Background: an optimization exercise with open tools, aiming at small area and a short achievable clock period. Do not read the settings as production practice.
RTL that was checked went through simulation tests only; none was proved equivalent to the original.
No driver is modelled on the clock port, so clocking that relies on it looks cheaper here than on a real chip.
Power and IR drop assume default switching activity.

Design fifo29, start of the top module:
module fifo29(
    input Clk,
    input [31:0] dataIn,
    input RD,
    input WR,
    input EN,
    input Rst,
    output reg [31:0] dataOut,
    output reg EMPTY,
    output reg FULL
);
Size: ~560 cells after synthesis, roughly 320 flip-flops, ~71 I/O pins.
Settings: LEC_CHECK=0, CAP_MARGIN=20, CORE_MARGIN=2, CORE_UTILIZATION=50, SETUP_SLACK_MARGIN=1.5, SLEW_MARGIN=20, SYNTH_HIERARCHICAL=1, SYNTH_MINIMUM_KEEP_SIZE=0, TNS_END_PERCENT=0; clock period 3.0 ns.
standard.sh (not shown) runs the stock make flow with config.mk's settings and CLKGATE_MAP_FILE= SYNTH_SCRIPT=/design/flow/synth_recipe.tcl, a recipe that flattens the netlist after the stock synthesis.
==> flow/flow/run.sh <==
#!/bin/bash
# The standard layout (standard.sh), with these changes:
#  - plain buffers (buf_2) instead of delay buffers on the ports;
#  - a hand-built two-level clock tree, made by flow/pre_cts.tcl before CTS;
#  - any extra ORFS make variables listed one per line in flow/extra_args.txt.
# ORFS's own logs stay under orfs/logs; make's output goes to flow.log.
set -euo pipefail
here=$(pwd)
args=("BUFFER_PORTS_ARGS=-buffer_cell sky130_fd_sc_hd__buf_2" "PRE_CTS_TCL=$here/flow/pre_cts.tcl")
if [[ -f flow/extra_args.txt ]]; then
  while IFS= read -r line; do
    [[ -n "$line" ]] && args+=("$line")
  done < flow/extra_args.txt
fi
bash standard.sh "${args[@]}" finish > flow.log 2>&1
Other scripts of this flow, unchanged in this note and not shown: flow/flow/mtree.tcl, flow/flow/pre_cts.tcl
Next try:
- CORE_UTILIZATION: 50 -> 55
- SETUP_SLACK_MARGIN: 1.5 -> 1.6
- fmax decreases by a few percent
- critical path depth increases by 5
- power decreases slightly
- wire length decreases by a few percent
- register-to-register slack is about the same
- design area increases slightly
No functional check of the RTL was part of any run of this note.

========
build 4:
Another version of the RTL of fifo29 (not shown whole).
For scale: roughly 560 cells after synthesis, roughly 320 flip-flops, roughly 71 I/O pins, roughly 11000 um^2 of cells after synthesis.
export LEC_CHECK = 0
export CAP_MARGIN = 20
export CORE_MARGIN = 2
export CORE_UTILIZATION = 50
export PLACE_DENSITY = 0.7
export SETUP_SLACK_MARGIN = 1.6
export SLEW_MARGIN = 20
export SYNTH_HIERARCHICAL = 1
export SYNTH_MINIMUM_KEEP_SIZE = 0
export TNS_END_PERCENT = 0
create_clock -name core_clock -period 3.0 [get_ports {Clk}]
Scripts as last shown in full above: flow/flow/run.sh
Other scripts of this flow, unchanged in this note and not shown: flow/flow/mtree.tcl, flow/flow/pre_cts.tcl
Build 4: all stages complete, timing, DRC and antenna checks passed
> inputs changed (build 4 -> build 69)
==> flow/flow/extra_args.txt (new file) <==
BUFFER_PORTS_ARGS=-buffer_cell sky130_fd_sc_hd__buf_1
-- flow/config.mk --
<<< build 4, line 8
export CAP_MARGIN = 20
export CORE_MARGIN = 2
export CORE_UTILIZATION = 50
export PLACE_DENSITY = 0.7
export SETUP_SLACK_MARGIN = 1.6
export SLEW_MARGIN = 20
>>> build 69, line 8
export CAP_MARGIN = 20
export CORE_MARGIN = 2
export CORE_UTILIZATION = 55
export SETUP_SLACK_MARGIN = 1.6
export SLEW_MARGIN = 20
--- outcome ---
In summary, build 69 completed successfully, with a layout that passed the timing, DRC and antenna checks. Going from build 4 to build 69, switching power total went down by 2.5%; power went down by about 1.7%; power density over the cells went up by 1.4%; global-route wire length before repair went down by about 1.4%; count of inserted tapcells went down by 5.4%. Compare build 69 and build 4 | final critical-path share of the clock period lower: build 4. From build 4 to build 69 the numbers moved as follows: number of standard cells in the layout, taps in and fillers out shows a reduction of about 1.5%; final hold slack dropped 0.016 ns. Diff build 69 and build 4: register-to-register path setup slack lower in build 69. Build 4 vs build 69, cell with the largest stage delay on the worst path: and4b_2 vs a222oi_1. In the flow results for build 69 and build 4, the portion of total power attributed to combinational logic is smaller on build 69. Comparing build 4 against build 69, there is no change at all in synthesized area.
Modified inputs, build 15 compared to build 69
-- flow/config.mk --
<<< build 69, line 9
export CORE_MARGIN = 2
export CORE_UTILIZATION = 55
export SETUP_SLACK_MARGIN = 1.6
export SLEW_MARGIN = 20
>>> build 15, line 9
export CORE_MARGIN = 2
export CORE_UTILIZATION = 55
export PLACE_DENSITY = 0.7
export SETUP_SLACK_MARGIN = 1.6
export SLEW_MARGIN = 20
removed: flow/flow/extra_args.txt
--- outcome ---
Delta (build 15 minus build 69): register-to-register slack saw an increase, floorplan die width was more or less identical, number of multi-input combinational cells in the layout has increased, wire length rose about 6%, flip-flop and latch count stayed essentially flat.
Portion of total power attributed to sequential cells: build 15 vs build 69 down 0.5 points
Sort build 15 and build 69 by met3 demand-to-capacity share in global routing desc -> top: build 15
--- input diff build 15..build 89 ---
-- flow/config.mk --
<<< build 15, line 8
export CAP_MARGIN = 20
export CORE_MARGIN = 2
export CORE_UTILIZATION = 55
export PLACE_DENSITY = 0.7
export SETUP_SLACK_MARGIN = 1.6
export SLEW_MARGIN = 20
>>> build 89, line 8
export CAP_MARGIN = 20
export CORE_MARGIN = 2
export CORE_UTILIZATION = 60
export SETUP_SLACK_MARGIN = 1.6
export SLEW_MARGIN = 20
Notes after the runs:
- Both conditions hold for build 89: the flow ran to the end and the final layout passed the timing, DRC and antenna checks.
- Cmp build 15 and build 89 / post-route fraction of the period consumed by the critical path / higher: build 89
- As far as final hold violation count is concerned, build 89 and build 15 perform about the same.
- Looking at routed length on met2, build 89 sits below build 15.
- Summary — arrival time of data at the critical path endpoint, build 89 relative to build 15: higher, by 0.05 ns.
--- input diff build 89..build 25 ---
-- flow/config.mk --
<<< build 89, line 8
export CAP_MARGIN = 20
export CORE_MARGIN = 2
export CORE_UTILIZATION = 60
export SETUP_SLACK_MARGIN = 1.6
export SLEW_MARGIN = 20
>>> build 25, line 8
export CAP_MARGIN = 20
export CORE_MARGIN = 2
export CORE_UTILIZATION = 50
export SETUP_SLACK_MARGIN = 1.6
export SLEW_MARGIN = 20
==> run summary <==
- | worst setup slack | build 25 vs build 89 | 0.029 ns higher |
- Share of the core filled with cells in the final layout, build 25 and build 89: larger value in build 89
- Delta (build 25 minus build 89): sequential share of layout area shows an increase of 0.43 points, first-iteration DRC count went down 10%, area share of and/or/nand/nor cells after synthesis level.
- ~same total design power in build 25 and build 89
- Count of cell instances traversed by the critical path down 4 in build 25 wrt build 89
Edits applied to the flow inputs when going from build 25 to build 45:
-- flow/config.mk --
<<< build 25, line 8
export CAP_MARGIN = 20
export CORE_MARGIN = 2
export CORE_UTILIZATION = 50
export SETUP_SLACK_MARGIN = 1.6
export SLEW_MARGIN = 20
export SYNTH_HIERARCHICAL = 1
>>> build 45, line 8
export CAP_MARGIN = 20
export CORE_MARGIN = 2
export CORE_UTILIZATION = 55
export SETUP_SLACK_MARGIN = 1.7
export SLEW_MARGIN = 20
export SYNTH_HIERARCHICAL = 1
[summary]
Build 45: all stages complete, timing, DRC and antenna checks passed. Having completed the whole flow, build 25 delivered a layout that passed the timing, DRC and antenna checks. Looking at critical path launch point, the dataOut[3] result is from build 25; the EN one comes from build 45. What build 25 reported for first-iteration DRC count has to be multiplied by 0.914 to get the figure for build 45. Build 45 vs. build 25: signal arrival time at the worst endpoint now larger; flip-flop and latch share of the layout cell area now larger.

========
## lane 1
fifo29, a different RTL version from the one above (not shown whole).
For scale: about 560 cells after synthesis, about 320 flip-flops, about 71 I/O pins, ~11000 µm² of cells after synthesis.
==> flow/config.mk <==
export PLATFORM = sky130hd
export DESIGN_NAME = fifo29
export DESIGN_NICKNAME = fifo29
export VERILOG_FILES = /design/flow/design.v
export SDC_FILE = /design/flow/constraint.sdc
export NUM_CORES = 4
export LEC_CHECK = 0
export CAP_MARGIN = 20
export CORE_MARGIN = 2
export CORE_UTILIZATION = 50
export GPL_ROUTABILITY_DRIVEN = 0
export SETUP_SLACK_MARGIN = 1.6
export SLEW_MARGIN = 20
export SYNTH_HIERARCHICAL = 1
export SYNTH_MINIMUM_KEEP_SIZE = 0
export TNS_END_PERCENT = 0
==> flow/constraint.sdc <==
create_clock -name core_clock -period 3.0 [get_ports {Clk}]
set_input_delay 0.6000 -clock core_clock [delete_from_list [all_inputs] [get_ports {Clk}]]
set_output_delay 0.6000 -clock core_clock [all_outputs]
set_load 0.01 [all_outputs]
==> flow/flow/pre_cts.tcl <==
# Hook run by ORFS before CTS: build a shallow clock tree by hand (port -> 4 middle
# buffers -> 12 leaf buffers -> flip-flops). TritonCTS then finds the clock already
# buffered and leaves it alone.
source [file join [file dirname [info script]] mtree.tcl]
manual_clock_tree 12 4 sky130_fd_sc_hd__clkbuf_16 sky130_fd_sc_hd__clkbuf_16
Scripts as last shown in full above: flow/flow/run.sh
Other scripts of this flow, unchanged in this note and not shown: flow/flow/mtree.tcl
For lane 2, these inputs were changed with respect to lane 1:
# lane 1
export LEC_CHECK = 0
export CAP_MARGIN = 20
export CORE_MARGIN = 2
export CORE_UTILIZATION = 50
export GPL_ROUTABILITY_DRIVEN = 0
export SETUP_SLACK_MARGIN = 1.6
export SLEW_MARGIN = 20
export SYNTH_HIERARCHICAL = 1
export SYNTH_MINIMUM_KEEP_SIZE = 0
export TNS_END_PERCENT = 0
create_clock -name core_clock -period 3.0 [get_ports {Clk}]
# lane 2
export LEC_CHECK = 0
export CAP_MARGIN = 20
export CORE_MARGIN = 2
export CORE_UTILIZATION = 50
export SETUP_SLACK_MARGIN = 1.6
export SLEW_MARGIN = 20
export SYNTH_HIERARCHICAL = 1
export SYNTH_MINIMUM_KEEP_SIZE = 0
export TNS_END_PERCENT = 0
create_clock -name core_clock -period 3.0 [get_ports {Clk}]
==> flow/flow/pre_cts.tcl <==
# Hook run by ORFS before CTS: build a shallow clock tree by hand (port -> 4 middle
# buffers -> 16 leaf buffers -> flip-flops). TritonCTS then finds the clock already
# buffered and leaves it alone.
source [file join [file dirname [info script]] mtree.tcl]
manual_clock_tree 16 4 sky130_fd_sc_hd__clkbuf_16 sky130_fd_sc_hd__clkbuf_16
### Flow results
Relative to lane 1, the part of the cycle the worst path needs of lane 2 is higher by 1.1 points.
Lane 2 completed end to end with timing, DRC and antenna clean.
Wire length of the first global-routing pass in lane 2 vs lane 1: up 2.0 mm
In the final design statistics, lane 2 uses more standard cells in total than lane 1.
In the flow results for lane 2 and lane 1, the layout overhead on the synthesized area is smaller on lane 1.
Between lane 1 and lane 2, the flow reports power consumption increasing by a few percent.
Lane 2 — worst setup slack 32 ps lower, lane 1 as reference
Between lane 1 and lane 2, worst-case hold slack decreased.
Of lane 2 and lane 1, lane 2 shows the higher total vias in the final route, with lane 1 below it.
Re power share of the clock group: lane 2 is 2.2 points up on lane 1.

========
v52:
The RTL this note starts from:
==> flow/design.v <==
module fifo29(
    input Clk,
    input [31:0] dataIn,
    input RD,
    input WR,
    input EN,
    input Rst,
    output reg [31:0] dataOut,
    output reg EMPTY,
    output reg FULL
);
reg [31:0] FIFO [7:0];
reg [7:0] rdPtr, wrPtr;
reg notEmpty, notFull;
reg [7:0] rdOk;
wire act = EN && !Rst;
wire rdGo = act && RD && notEmpty;
wire wrGo = act && WR && notFull;
wire [7:0] rdPtrInc = {rdPtr[6:0], rdPtr[7]};
wire [7:0] wrPtrInc = {wrPtr[6:0], wrPtr[7]};
wire lastWord = |(rdPtrInc & wrPtr);
wire lastSlot = |(wrPtrInc & rdPtr);
wire hold = !EN;
wire clear = EN && Rst;
wire [7:0] rdStep = rdGo ? rdPtrInc : rdPtr;
wire [7:0] wrStep = wrGo ? wrPtrInc : wrPtr;
wire emptyStep = (rdGo && !wrGo) ? lastWord : (wrGo ? 1'b0 : !notEmpty);
wire fullStep = (wrGo && !rdGo) ? lastSlot : (rdGo ? 1'b0 : !notFull);
wire emptyNext = (act & emptyStep) | clear | (hold & !notEmpty);
wire fullNext = (act & fullStep) | (hold & !notFull);
wire [7:0] rdPtrNext = ({8{act}} & rdStep) | ({8{hold}} & rdPtr) | {7'd0, clear};
always @(posedge Clk) begin
    rdPtr <= rdPtrNext;
    rdOk <= rdPtrNext & {8{!emptyNext}};
    wrPtr <= ({8{act}} & wrStep) | ({8{hold}} & wrPtr) | {7'd0, clear};
    notEmpty <= !emptyNext;
    notFull <= !fullNext;
    EMPTY <= emptyNext;
    FULL <= fullNext;
end
wire [7:0] wrSlot = {8{notFull}} & wrPtr;
wire [7:0] rdSlot = rdOk;
wire [31:0] wrEn [7:0];
wire [31:0] rdSel [7:0];
wire [31:0] rdHold;
genvar g, c;
generate
    for (c = 0; c < 2; c = c + 1) begin : gLane
        for (g = 0; g < 8; g = g + 1) begin : gWord
            fifo29_gate4 gw (.en(EN), .req(WR), .rst(Rst), .ok(wrSlot[g]), .y(wrEn[g][16*c]));
            fifo29_gate4 gr (.en(EN), .req(RD), .rst(Rst), .ok(rdSlot[g]), .y(rdSel[g][16*c]));
            assign wrEn[g][16*c+15:16*c+1] = {15{wrEn[g][16*c]}};
            assign rdSel[g][16*c+15:16*c+1] = {15{rdSel[g][16*c]}};
        end
        fifo29_nand4 gh (.en(EN), .req(RD), .rst(Rst), .ok(notEmpty), .y(rdHold[16*c]));
        assign rdHold[16*c+15:16*c+1] = {15{rdHold[16*c]}};
    end
endgenerate
integer i, b;
always @(posedge Clk) begin
    for (i = 0; i < 8; i = i + 1)
        for (b = 0; b < 32; b = b + 1)
            if (wrEn[i][b])
                FIFO[i][b] <= dataIn[b];
end
wire [31:0] rdData;
genvar k;
generate
    for (k = 0; k < 32; k = k + 1) begin : gBit
        wire n0, n1, n2;
        fifo29_aoi222 g0 (.a0(FIFO[0][k]), .s0(rdSel[0][k]), .a1(FIFO[1][k]), .s1(rdSel[1][k]), .a2(FIFO[2][k]), .s2(rdSel[2][k]), .y(n0));
        fifo29_aoi222 g1 (.a0(FIFO[3][k]), .s0(rdSel[3][k]), .a1(FIFO[4][k]), .s1(rdSel[4][k]), .a2(FIFO[5][k]), .s2(rdSel[5][k]), .y(n1));
        fifo29_aoi222 g2 (.a0(FIFO[6][k]), .s0(rdSel[6][k]), .a1(FIFO[7][k]), .s1(rdSel[7][k]), .a2(dataOut[k]), .s2(rdHold[k]), .y(n2));
        assign rdData[k] = ~(n0 & n1 & n2);
    end
endgenerate
always @(posedge Clk)
    dataOut <= rdData;
endmodule
module fifo29_aoi222(
    input a0, s0, a1, s1, a2, s2,
    output y
);
assign y = ~((a0 & s0) | (a1 & s1) | (a2 & s2));
endmodule
module fifo29_gate4(
    input en, req, rst, ok,
    output y
);
assign y = en & req & !rst & ok;
endmodule
module fifo29_nand4(
    input en, req, rst, ok,
    output y
);
assign y = !(en & req & !rst & ok);
endmodule
==> flow/config.mk <==
export PLATFORM = sky130hd
export DESIGN_NAME = fifo29
export DESIGN_NICKNAME = fifo29
export VERILOG_FILES = /design/flow/design.v
export SDC_FILE = /design/flow/constraint.sdc
export NUM_CORES = 4
export LEC_CHECK = 0
export CAP_MARGIN = 20
export CORE_MARGIN = 2
export CORE_UTILIZATION = 65
export SETUP_SLACK_MARGIN = 1.5
export SLEW_MARGIN = 20
export SYNTH_HIERARCHICAL = 1
export SYNTH_MINIMUM_KEEP_SIZE = 0
export TNS_END_PERCENT = 0
==> flow/constraint.sdc <==
create_clock -name core_clock -period 3.0 [get_ports {Clk}]
set_input_delay 0.6000 -clock core_clock [delete_from_list [all_inputs] [get_ports {Clk}]]
set_output_delay 0.6000 -clock core_clock [all_outputs]
set_load 0.01 [all_outputs]
==> flow/flow/pre_cts.tcl <==
# Hook run by ORFS before CTS: build a shallow clock tree by hand (port -> 4 middle
# buffers -> 12 leaf buffers -> flip-flops). TritonCTS then finds the clock already
# buffered and leaves it alone.
source [file join [file dirname [info script]] mtree.tcl]
manual_clock_tree 12 4 sky130_fd_sc_hd__clkbuf_16 sky130_fd_sc_hd__clkbuf_16
Scripts as last shown in full above: flow/flow/run.sh
Other scripts of this flow, unchanged in this note and not shown: flow/flow/mtree.tcl
v52: PASS, flow complete, no timing, DRC or antenna violations
#### Input delta (v9 over v52)
Settings: SETUP_SLACK_MARGIN: 1.5 -> 1.6; CORE_UTILIZATION: 65 -> 50.
==> flow/flow/pre_cts.tcl <==
# Hook run by ORFS before CTS: build a shallow clock tree by hand (port -> 4 middle
# buffers -> 16 leaf buffers -> flip-flops). TritonCTS then finds the clock already
# buffered and leaves it alone.
source [file join [file dirname [info script]] mtree.tcl]
manual_clock_tree 16 4 sky130_fd_sc_hd__clkbuf_16 sky130_fd_sc_hd__clkbuf_16
### Flow results
Between v52 and v9, the flow reports cell area increasing slightly.
Any difference in leakage power figure between v52 and v9 is small enough to ignore.
From v52 to v9 the numbers moved as follows: initial detailed-routing violation count went down, routed length per placed instance went down, time the final worst path needs with I/O delays and setup went down, worst hold slack went down.
For clock transition at the register clock pins on the worst setup and hold paths after CTS, v9 and v52 come out practically identical.
Met3 routed wirelength, v9 vs v52: down by more than 10%
Of the two values seen for worst setup path startpoint, Rst was produced by v9 and RD by v52.
#### Input delta (v6 over v9)
Settings: CORE_UTILIZATION: 50 -> 55; SETUP_SLACK_MARGIN: 1.6 -> 1.5.
==> flow/flow/extra_args.txt (new file) <==
RECOVER_POWER=100
==> flow/flow/pre_cts.tcl <==
# Hook run by ORFS before CTS: build a shallow clock tree by hand (port -> 4 middle
# buffers -> 12 leaf buffers -> flip-flops). TritonCTS then finds the clock already
# buffered and leaves it alone.
source [file join [file dirname [info script]] mtree.tcl]
manual_clock_tree 12 4 sky130_fd_sc_hd__clkbuf_16 sky130_fd_sc_hd__clkbuf_16
### Flow results
The run showing the greater global-route usage is v6.
Going from v9 to v6, final design instance area without fill moved down; worst setup margin lost 0.44 ns; clock insertion delay at the later pin of the skew report barely changed.
--- input diff v6..v20 ---
Settings: swapping 1.5 for 1.6 in SETUP_SLACK_MARGIN.
==> flow/flow/run.sh <==
#!/bin/bash
# The standard layout (standard.sh), with two changes:
#  - plain buffers (buf_2) instead of delay buffers on the ports;
#  - a hand-built two-level clock tree, made by flow/pre_cts.tcl before CTS.
# ORFS's own logs stay under orfs/logs; make's output goes to flow.log.
set -euo pipefail
here=$(pwd)
bash standard.sh "BUFFER_PORTS_ARGS=-buffer_cell sky130_fd_sc_hd__buf_2" \
  "PRE_CTS_TCL=$here/flow/pre_cts.tcl" finish > flow.log 2>&1
removed: flow/flow/extra_args.txt
==> run summary <==
v20: PASS, flow complete, no timing, DRC or antenna violations. From v6 to v20, global routing met3 resource utilization did not move at all. v20 against v6: wire length shows an increase of 190 um, worst clock skew shows no meaningful change, combinational group power shows an increase of 8.5%, worst path setup slack after routing shows an increase of 0.44 ns. Delta (v20 minus v6): internal power component now sits higher, design area now sits higher, via count now sits higher.

-- port drivers added, routing unchanged --
The flow's constraints put no driver on any port. The routed layouts listed below were extracted and timed again, unchanged, in two steps.
Step 1 assumes that a clkbuf_16 drives the clock port and a buf_2 every other input.
Step 2, shift: input delay + t, output delay - t, t = (earliest + latest rising clock arrival at the registers) / 2. This alone moves slack from input paths to output paths.
a / b / c = no drivers / after step 1 / after step 2; a / b = the first two.
run	t, ns	setup WS [ns]	hold WS [ns]	latest minus earliest clock arrival (ns)	worst slew at a driven data input, ns
the first run of note 1	0.390	1.538 / 1.437 / 1.047	0.477 / 0.477 / 0.477	0.036 / 0.037	0.19
the second run of note 1	0.400	1.502 / 1.416 / 1.016	0.473 / 0.455 / 0.473	0.051 / 0.051	0.20
build 4	0.397	1.471 / 1.410 / 1.013	0.480 / 0.476 / 0.480	0.026 / 0.027	0.16
build 69	0.397	1.256 / 1.310 / 0.913	0.465 / 0.465 / 0.465	0.046 / 0.046	0.06
build 15	0.404	1.527 / 1.448 / 1.102	0.463 / 0.462 / 0.463	0.039 / 0.039	0.15
build 89	0.398	1.486 / 1.350 / 0.952	0.477 / 0.467 / 0.477	0.029 / 0.029	0.23
build 25	0.402	1.514 / 1.420 / 1.153	0.459 / 0.459 / 0.459	0.049 / 0.048	0.06
build 45	0.400	1.518 / 1.459 / 1.145	0.461 / 0.461 / 0.461	0.036 / 0.036	0.15
lane 1	0.385	1.531 / 1.449 / 1.128	0.479 / 0.479 / 0.479	0.027 / 0.027	0.14
lane 2	0.393	1.500 / 1.457 / 1.149	0.473 / 0.467 / 0.473	0.039 / 0.039	0.07
v52	0.397	1.449 / 1.377 / 0.980	0.472 / 0.471 / 0.472	0.040 / 0.040	0.20
v9	0.393	1.515 / 1.436 / 1.153	0.458 / 0.458 / 0.458	0.041 / 0.041	0.06
v6	0.399	1.076 / 1.087 / 0.687	0.461 / 0.461 / 0.461	0.039 / 0.039	0.08
v20	0.400	1.518 / 1.459 / 1.145	0.461 / 0.461 / 0.461	0.036 / 0.036	0.15
After both steps setup and hold are still met in every run listed. For build 89, which loses most, drivers alone change the setup slack by -0.136 ns; drivers and shift together by -0.534 ns.
